Context: an optimization exercise on an open-source flow, tuned for small area, a short achievable clock period and few clock cycles. The choices shown serve that exercise and are no tape-out recipe. Where RTL was checked, it was by simulation tests only, not by an equivalence proof against the original.

==> trial 13 <==
Design mod_mult_m_23, start of the top module:
module mod_mult_m_23 (
  input  wire        clk,
  input  wire        rst,
  input  wire        in_valid,
  input  wire [22:0] input_data0,
  input  wire [22:0] input_data1,
  output wire        out_valid,
  output reg  [22:0] output_data
);
==> flow/config.mk <==
export PLATFORM = sky130hd
export DESIGN_NAME = mod_mult_m_23
export DESIGN_NICKNAME = mod_mult_m_23
export VERILOG_FILES = /design/flow/design.v
export SDC_FILE = /design/flow/constraint.sdc
export NUM_CORES = 4
export LEC_CHECK = 0
export CAP_MARGIN = 20
export CORE_MARGIN = 2
export CORE_UTILIZATION = 50
export SETUP_SLACK_MARGIN = 3.4
export SLEW_MARGIN = 20
export SYNTH_HIERARCHICAL = 1
==> flow/constraint.sdc <==
create_clock -name core_clock -period 7.5 [get_ports {clk}]
set_input_delay 1.5000 -clock core_clock [delete_from_list [all_inputs] [get_ports {clk}]]
set_output_delay 1.5000 -clock core_clock [all_outputs]
set_load 0.01 [all_outputs]
run.sh (not shown) runs the stock make flow with config.mk's settings and CLKGATE_MAP_FILE= SYNTH_SCRIPT=/design/flow/synth_recipe.tcl, a recipe that flattens the netlist after the stock synthesis.
==> trial 38 (differences from trial 13) <==
==> flow/flow/run.sh (new file) <==
#!/bin/bash
# Own flow: the standard layout, with its scripts kept for inspection.
cp standard.sh standard.sh.txt 2>/dev/null
cp config.mk config.mk.txt 2>/dev/null
bash standard.sh > standard.log 2>&1
==> flow/standard.sh (new file) <==
#!/bin/bash
# synth_recipe.tcl (not shown) runs the flow's synth.tcl, then flattens the netlist and writes it again
# the make line also repeats each setting of config.mk as NAME=value (left out here)
make -C /OpenROAD-flow-scripts/flow DESIGN_CONFIG=/design/flow/config.mk WORK_HOME=/design/flow/orfs CLKGATE_MAP_FILE= SYNTH_SCRIPT=/design/flow/synth_recipe.tcl "${@:-finish}"
--- a/flow/config.mk
+++ b/flow/config.mk
@@ -8,6 +8,6 @@
 export CAP_MARGIN = 20
 export CORE_MARGIN = 2
 export CORE_UTILIZATION = 50
-export SETUP_SLACK_MARGIN = 3.4
+export SETUP_SLACK_MARGIN = 3.8
 export SLEW_MARGIN = 20
 export SYNTH_HIERARCHICAL = 1
removed: flow/run.sh
==> trial 58 (differences from trial 13) <==
--- a/flow/config.mk
+++ b/flow/config.mk
@@ -7,7 +7,7 @@
 export LEC_CHECK = 0
 export CAP_MARGIN = 20
 export CORE_MARGIN = 2
-export CORE_UTILIZATION = 50
-export SETUP_SLACK_MARGIN = 3.4
+export CORE_UTILIZATION = 40
+export SETUP_SLACK_MARGIN = 4.2
 export SLEW_MARGIN = 20
 export SYNTH_HIERARCHICAL = 1
==> comparison table <==
metric	trial 58	trial 38	trial 13
Status	timing/DRC/antenna clean	timing/DRC/antenna clean	timing/DRC/antenna clean
Vias	14750	14520	13888
Source of the critical timing path	a_r[11]	be208	be360
Final std cell area, no fill	27300 µm²	25700 µm²	24700 µm²
Worst slack at placement	3640 ps	3350 ps	3250 ps
Via count of the first global-routing pass	16113	15315	15208
Met2 WL post-DR	34.0 mm	32.1 mm	29.2 mm
Clock network share of area	0.0437	0.0419	0.0417
Drt wl/cell	25.8 µm	26.6 µm	24.9 µm
Total setup buffers inserted after CTS	148	25	0
Seq. cell area	5580 µm²	5530 µm²	5390 µm²
Final worst-path cycle share	0.471	0.487	0.529
Crit path capture	m1388	m1396	m1384
Global Route met3 Usage	0.0434	0.0488	0.0655
CTS HTree Levels	2	1	1
Final routed wirelength across all metal layers	69.1 mm	66.3 mm	61.0 mm
Die span in x	237 µm	213 µm	213 µm
First-pass GRT wire length	103 mm	96.5 mm	92.9 mm
Final critical-path setup slack	3970 ps	3850 ps	3530 ps
Insertion delay to the later sink of the worst-skew pair	560 ps	610 ps	590 ps
Met1 WL	26.1 mm	26.4 mm	25.3 mm
Critical path buffer and inverter count	2	0	1
Filler cells	4628	3552	3598
Non-filler instance count after layout	2676	2498	2449
Hold_ws	345 ps	349 ps	351 ps
No run of this note included a check of the RTL's function; only the layout flow was run.

* * *

==> exp/sierra <==
mod_mult_m_23, a different RTL version from the one above (not shown whole).
Settings: LEC_CHECK=0, CAP_MARGIN=5, CORE_MARGIN=2, CORE_UTILIZATION=50, SETUP_SLACK_MARGIN=4.4, SLEW_MARGIN=5, SYNTH_HIERARCHICAL=1; clock period 7.5 ns.
standard.sh (not shown) runs the stock make flow with config.mk's settings and CLKGATE_MAP_FILE= SYNTH_SCRIPT=/design/flow/synth_recipe.tcl, a recipe that flattens the netlist after the stock synthesis.
==> flow/flow/run.sh <==
#!/bin/bash
# Own flow: the standard synthesis, then every combinational cell set to its
# smallest drive strength (timing repair upsizes where the margin needs it), then
# the standard layout with port buffers of the smallest buffer cell.
set -euo pipefail
bash standard.sh synth > synth.log 2>&1
R=orfs/results/sky130hd/mod_mult_m_23/base
cp $R/1_2_yosys.v 1_2_yosys.orig.v
python3 flow/downsize.py $R/1_2_yosys.v $FLOW_HOME/platforms/sky130hd/lib/sky130_fd_sc_hd__tt_025C_1v80.lib > downsize.log 2>&1
rm -f $R/1_synth.odb $R/1_synth.sdc
bash standard.sh "BUFFER_PORTS_ARGS=-buffer_cell sky130_fd_sc_hd__buf_1" finish > layout.log 2>&1
==> flow/flow/downsize.py <==
#!/usr/bin/env python3
"""Set every combinational cell of the synthesized netlist to its smallest drive
strength (same function and pins); timing repair later upsizes where needed.
Flip-flops and other sequential cells are left as synthesis made them.
usage: downsize.py NETLIST LIBERTY"""
import re, sys
net, lib = sys.argv[1], sys.argv[2]
lt = open(lib).read()
cells = set(re.findall(r'cell\s*\(\s*"?(sky130_fd_sc_hd__\w+?)"?\s*\)', lt))
seq = set(m for m in cells if re.search(r'__(df|dl|sdf|edf|sdl|lpflow|clk|probe|conb|tap|fill|decap|diode)', m))
txt = open(net).read()
count = {}
def repl(m):
    base, drv = m.group(1), m.group(2)
    full = base + '_' + drv
    if full in seq or base + '_1' in seq:
        return m.group(0)
    for small in ('0', '1'):
        cand = base + '_' + small
        if cand in cells and cand != full and int(small) < int(drv):
            count[full + '->' + cand] = count.get(full + '->' + cand, 0) + 1
            return cand + m.group(3)
    return m.group(0)
txt2 = re.sub(r'\b(sky130_fd_sc_hd__[a-z0-9]+?)_(\d+)(\s+[\\\w])', repl, txt)
open(net, 'w').write(txt2)
for k, v in sorted(count.items()):
    print(v, k)
==> exp/zinc (differences from exp/sierra) <==
- CAP_MARGIN: 5 -> 20
- SETUP_SLACK_MARGIN: 4.4 -> 4.2
- SLEW_MARGIN: 5 -> 20
==> exp/xenon (differences from exp/sierra) <==
- CAP_MARGIN: 5 -> 20
- CTS_BUF_LIST: not set -> sky130_fd_sc_hd__clkbuf_4 sky130_fd_sc_hd__clkbuf_8
- SLEW_MARGIN: 5 -> 20
==> exp/ember (differences from exp/sierra) <==
- CAP_MARGIN: 5 -> 20
- CORE_UTILIZATION: 50 -> 45
- SLEW_MARGIN: 5 -> 20
==> notes <==
The highest hold slack belongs to exp/zinc, the lowest to exp/ember.
In die area, exp/zinc and exp/sierra do not differ.
Clock skew: exp/ember < exp/sierra < exp/zinc < exp/xenon.
==> figures <==
Final WS setup: exp/zinc 4.35 ns; exp/xenon 4.46 ns; exp/ember 4.43 ns; exp/sierra 4.44 ns
Status: exp/zinc finished clean; exp/xenon finished clean; exp/ember finished clean; exp/sierra finished clean
Slew at the pin closest to its max-slew limit: exp/zinc 0.676 ns; exp/xenon 0.693 ns; exp/ember 0.567 ns; exp/sierra 0.660 ns
Multi-input logic area: exp/zinc 15200 µm²; exp/xenon 15200 µm²; exp/ember 15200 µm²; exp/sierra 15200 µm²
Setup repair after global routing missed its margin: exp/zinc no; exp/xenon yes; exp/ember yes; exp/sierra yes
TAP cells: exp/zinc 539; exp/xenon 539; exp/ember 615; exp/sierra 539
Tightest slew margin relative to the limit: exp/zinc 0.548; exp/xenon 0.538; exp/ember 0.622; exp/sierra 0.559
Peak fanout along the critical path: exp/zinc 13; exp/xenon 24; exp/ember 23; exp/sierra 24
Fin nets: exp/zinc 2453; exp/xenon 2474; exp/ember 2445; exp/sierra 2453
Slowest cell delay on critical path: exp/zinc 0.57 ns; exp/xenon 0.45 ns; exp/ember 0.53 ns; exp/sierra 0.45 ns
Testbench counts of exp/sierra, summed over its fixed seeds: cycles 24,040.
Testbench counts of exp/zinc, summed over its fixed seeds: cycles 24,040.
Testbench counts of exp/xenon, summed over its fixed seeds: cycles 24,040.
Testbench counts of exp/ember, summed over its fixed seeds: cycles 24,040.

* * *

==> build 59: inputs <==
Another version of the RTL of mod_mult_m_23 (not shown whole).
==> module mod_mult_m_23, before the edit <==
module mod_mult_m_23 (
  input  wire        clk,
  input  wire        rst,
  input  wire        in_valid,
  input  wire [22:0] input_data0,
  input  wire [22:0] input_data1,
  output wire        out_valid,
  output reg  [22:0] output_data
);
  localparam [22:0] modulus = 23'd8380417;
  reg [22:0] a_r, b_r;
  reg [45:0] prod;
  reg [26:0] y_r;
  reg [3:0]  valid_pipe;
  wire [12:0] pa = prod[45:33];
  wire [9:0]  pb = prod[32:23];
  wire [22:0] pl = prod[22:0];
  wire [26:0] y  = {4'd0, pl} + {1'b0, pa, 13'd0} + {4'd0, pb, 13'd0} + {4'd0, modulus}
                   - {4'd0, pa, 10'd0} - {14'd0, pa} - {17'd0, pb};
  wire [3:0]  t  = y_r[26:23];
  wire [23:0] w  = {1'b0, y_r[22:0]} + {7'd0, t, 13'd0} - {20'd0, t};
  wire [24:0] wq = {1'b0, w} - {2'd0, modulus};
  always @(posedge clk) begin
    a_r <= input_data0;
    b_r <= input_data1;
    prod <= a_r * b_r;
    y_r <= y;
    output_data <= wq[24] ? w[22:0] : wq[22:0];
  end
  always @(posedge clk or negedge rst) begin
    if (!rst)
      valid_pipe <= 0;
    else
      valid_pipe <= {valid_pipe[2:0], in_valid};
  end
  assign out_valid = valid_pipe[3];
endmodule
Settings: LEC_CHECK=0, CAP_MARGIN=20, CORE_MARGIN=2, CORE_UTILIZATION=40, SLEW_MARGIN=20; clock period 7.5 ns.
run.sh (not shown) runs the stock make flow with config.mk's settings and CLKGATE_MAP_FILE= SYNTH_SCRIPT=/design/flow/synth_recipe.tcl, a recipe that flattens the netlist after the stock synthesis.
Stock flow here: none of the scripts above is used.
==> build 29 (differences from build 59) <==
==> flow/design.v (replaced) <==
module mod_mult_m_23 (
  input  wire        clk,
  input  wire        rst,
  input  wire        in_valid,
  input  wire [22:0] input_data0,
  input  wire [22:0] input_data1,
  output wire        out_valid,
  output reg  [22:0] output_data
);
  localparam [22:0] modulus = 23'd8380417;
  reg [45:0] x_stage_00, x_stage_01, x_stage_10;
  reg [22:0] q_est;
  reg [47:0] r_partial0, r_partial1, r_partial2, r_est;
  reg [46:0] y_partial0, y_partial1, y_partial2, y_term;
  reg [24:0] diff;
  reg [22:0] q_d1, q_d2, q_d3;
  reg [23:0] h_d1, h_d2;
  reg [24:0] x_low [0:8];
  reg [12:0] valid_pipe;
  integer k;
  always @(posedge clk or negedge rst) begin
    if (!rst) begin
      x_stage_00 <= 0;
      x_stage_01 <= 0;
    end else begin
      x_stage_00 <= input_data0 * input_data1[16:0];
      x_stage_01 <= input_data0 * input_data1[22:17];
    end
  end
  always @(posedge clk or negedge rst) begin
    if (!rst)
      x_stage_10 <= 0;
    else
      x_stage_10 <= x_stage_00 + (x_stage_01 << 17);
  end
  always @(posedge clk or negedge rst) begin
    if (!rst)
      q_est <= 0;
    else
      q_est <= x_stage_10[45:23];
  end
  always @(posedge clk or negedge rst) begin
    if (!rst) begin
      for (k = 0; k < 9; k = k + 1)
        x_low[k] <= 0;
    end else begin
      x_low[0] <= x_stage_10[24:0];
      for (k = 1; k < 9; k = k + 1)
        x_low[k] <= x_low[k-1];
    end
  end
  always @(posedge clk or negedge rst) begin
    if (!rst) begin
      r_partial0 <= 0;
      r_partial1 <= 0;
      r_partial2 <= 0;
      r_est <= 0;
      q_d1 <= 0;
      q_d2 <= 0;
      q_d3 <= 0;
    end else begin
      r_partial0 <= (q_est << 23);
      r_partial1 <= r_partial0 + (q_d1 << 13);
      r_partial2 <= r_partial1 + (q_d2 << 3);
      r_est <= r_partial2 - q_d3;
      q_d1 <= q_est;
      q_d2 <= q_d1;
      q_d3 <= q_d2;
    end
  end
  always @(posedge clk or negedge rst) begin
    if (!rst) begin
      y_partial0 <= 0;
      y_partial1 <= 0;
      y_partial2 <= 0;
      y_term <= 0;
      h_d1 <= 0;
      h_d2 <= 0;
    end else begin
      y_partial0 <= (r_est[46:23] << 23);
      y_partial1 <= y_partial0 - (h_d1 << 13);
      y_partial2 <= y_partial1 + h_d2;
      y_term <= y_partial2;
      h_d1 <= r_est[46:23];
      h_d2 <= h_d1;
    end
  end
  always @(posedge clk or negedge rst) begin
    if (!rst) begin
      diff <= 0;
      output_data <= 0;
    end else begin
      diff <= x_low[8] - y_term[24:0];
      if (diff >= (modulus << 1))
        output_data <= diff - (modulus << 1);
      else if (diff >= modulus)
        output_data <= diff - modulus;
      else
        output_data <= diff;
    end
  end
  always @(posedge clk or negedge rst) begin
    if (!rst)
      valid_pipe <= 0;
    else
      valid_pipe <= {valid_pipe[11:0], in_valid};
  end
  assign out_valid = valid_pipe[12];
endmodule
==> comparison <==
Build 59 went through all stages and came out clean. Build 29 passed the timing, design-rule and antenna checks.
Of build 59 and build 29, build 29 has the higher non-clock buffer count (gap 112).
Clock skew is about the same in build 59 and build 29.
In build 59 the hold slack is better than in build 29, by 0.027 ns.
Between build 59 and build 29, the lower cell area is in build 59 (gap about 40%, measured against build 29).
Against build 59, the die area of build 29 is higher by 58%.
In build 29 the register-to-register slack is higher than in build 59, by 3.9 ns.
Against build 59, the final cell count of build 29 is higher by about 40%.
Of build 29 and build 59, build 59 has the higher global-route usage (gap 3.2 points).
==> figures <==
Result of the run: build 29 timing/DRC/antenna clean; build 59 timing/DRC/antenna clean
Basic-gate share of the synthesized area counting and, or, nand and nor cells: build 29 11.74%; build 59 14.48%
Min Hold Slack: build 29 0.3276 ns; build 59 0.3542 ns
Period utilization: build 29 96.93%; build 59 96.55%
Commonest register cell after synthesis: build 29 dfrtp_1; build 59 dfxtp_1
Post-Layout Cell Count: build 29 5193; build 59 3662
CTS Buffer Depth: build 29 3; build 59 2
Count of TritonRoute iterations in the first routing pass: build 29 5; build 59 4
Relative max-transition margin: build 29 30.82%; build 59 38.71%
Multi-input combinational cell count: build 29 2248; build 59 1842
Worst r2r path cells: build 29 11; build 59 24
Ratio of cells with drive above 1 in the final layout: build 29 8.809%; build 59 6.655%
Clk sinks: build 29 676; build 59 146
Post-Place Setup Slack: build 29 -0.4599 ns; build 59 0.02036 ns
Storage cell area: build 29 16920 µm²; build 59 2994 µm²
Critical path's largest stage delay: build 29 0.57 ns; build 59 0.53 ns
# diodes: build 29 1; build 59 0
Signal buffers: build 29 282; build 59 170
Testbench counts of build 29, summed over its fixed seeds: cycles 24,104.
The RTL of build 59 was laid out without a check of its function.

* * *

==> v15: inputs <==
mod_mult_m_23, a different RTL version from the one above (not shown whole).
Design mod_mult_m_23, start of the top module:
module mod_mult_m_23 (
  input  wire        clk,
  input  wire        rst,
  input  wire        in_valid,
  input  wire [22:0] input_data0,
  input  wire [22:0] input_data1,
  output wire        out_valid,
  output reg  [22:0] output_data
);
Settings: LEC_CHECK=0, CAP_MARGIN=20, CORE_MARGIN=2, CORE_UTILIZATION=50, SETUP_SLACK_MARGIN=4.4, SLEW_MARGIN=20, SYNTH_HIERARCHICAL=1; clock period 7.5 ns.
standard.sh (not shown) runs the stock make flow with config.mk's settings and CLKGATE_MAP_FILE= SYNTH_SCRIPT=/design/flow/synth_recipe.tcl, a recipe that flattens the netlist after the stock synthesis.
Scripts as last shown in full above: flow/flow/run.sh, flow/flow/downsize.py
==> v26 (differences from v15) <==
SETUP_SLACK_MARGIN = 4.2   (was 4.4)
==> v35 (differences from v15) <==
SETUP_SLACK_MARGIN = 4.6   (was 4.4)
==> results.py <==
metrics = {
    "final_layout": {
        "final_cell_mix": "359 x fa_1, 290 x xnor2_1, 243 x dfxtp_1, 242 x a22oi_1, 147 x inv_1",
        "multi_input_area_share_pct": 63.1,
        "seq_share_pct": 24.5,
    },
    "sta": {
        "whs_ps": 349,
        "tightestPinTransition_ps": 618,
        "setup_ws_ps": 4370,
        "clock_skew_ps": 19.7,
    },
    "critical_path": {
        "worst_r2r_endpoint": "k2168",
        "required_ps": 7940,
        "worstSetupEndpoint": "k2168",
        "cp_slowest_stage_delay_ps": 350,
    },
    "run_status": {
        "outcome": "finished clean",
    },
    "route": {
        "via_count": 14500,
        "dr.max_layer_used": "met5",
    },
    "clock_network": {
        "cts_setup_buffers": 10,
    },
}
The numbers above come from v15.

==> results.py <==
metrics = {
    "route": {
        "dr.max_layer_used": "met4",
        "via_count": 14400,
    },
    "sta": {
        "setup_ws_ps": 4290,
        "clock_skew_ps": 21.7,
        "tightestPinTransition_ps": 708,
    },
    "clock_network": {
        "cts_setup_buffers": 2,
    },
    "final_layout": {
        "multi_input_area_share_pct": 62.9,
        "final_cell_mix": "359 x fa_1, 291 x xnor2_1, 253 x dfxtp_1, 242 x a22oi_1, 147 x inv_1",
    },
    "placed_design": {
        "numPortBuffers": 72,
    },
    "run_status": {
        "outcome": "finished clean",
    },
    "critical_path": {
        "worstSetupEndpoint": "m1346",
        "required_ps": 7920,
        "worst_r2r_endpoint": "m1346",
    },
}
The numbers above come from v26.

==> results.py <==
metrics = {
    "route": {
        "via_count": 15500,
        "dr.max_layer_used": "met4",
    },
    "final_layout": {
        "final_cell_mix": "335 x fa_1, 281 x xnor2_1, 221 x dfxtp_1, 213 x a22oi_1, 147 x inv_1",
        "seq_share_pct": 23.1,
        "multi_input_area_share_pct": 59.9,
    },
    "sta": {
        "clock_skew_ps": 24.5,
    },
    "critical_path": {
        "required_ps": 7920,
        "worst_r2r_endpoint": "k2167",
        "worstSetupEndpoint": "k2167",
    },
    "run_status": {
        "outcome": "finished clean",
    },
    "clock_network": {
        "cts_setup_buffers": 57,
    },
}
The numbers above come from v35.

Testbench counts of v15, summed over its fixed seeds: cycles 24,040.
Testbench counts of v26, summed over its fixed seeds: cycles 24,040.
Testbench counts of v35, summed over its fixed seeds: cycles 24,040.

[what the ideal ports hide]
Ports are ideal in the flow. The routed layouts listed here were re-timed in OpenROAD.
Step 1 assumes that a clkbuf_16 drives the clock port and a buf_2 every other input.
Step 2 also shifts input and output timing later by t, the mid clock arrival at the registers, as if the neighbouring blocks saw the same clock.
a / b / c = ideal ports / drivers / drivers and shift; a / b = the first two.
run	shift t [ns]	slack for setup (ns)	worst register clock-pin slew, ns	worst data-port slew with drivers (ns)
trial 13	0.640	3.531 / 3.531 / 3.531	0.06 / 0.06	0.05
trial 38	0.661	3.848 / 3.848 / 3.848	0.07 / 0.07	0.06
trial 58	0.607	3.968 / 3.968 / 3.968	0.06 / 0.06	0.05
exp/sierra	0.599	4.441 / 4.441 / 4.441	0.07 / 0.07	0.05
exp/zinc	0.605	4.354 / 4.354 / 4.354	0.06 / 0.06	0.05
exp/xenon	0.692	4.464 / 4.464 / 4.464	0.07 / 0.07	0.06
exp/ember	0.599	4.429 / 4.429 / 4.429	0.06 / 0.06	0.04
build 59	0.546	0.259 / 0.259 / 0.259	0.08 / 0.08	0.06
build 29	0.656	0.230 / 0.269 / -0.387	0.07 / 0.07	0.15
v15	0.657	4.370 / 4.370 / 4.370	0.07 / 0.07	0.05
v26	0.597	4.293 / 4.293 / 4.293	0.06 / 0.06	0.04
v35	0.601	4.360 / 4.360 / 4.360	0.06 / 0.06	0.05
With both steps, setup timing fails in build 29, where it was met with ideal ports. For build 29, which loses most, drivers alone change the setup slack by +0.039 ns; drivers and shift together by -0.617 ns.
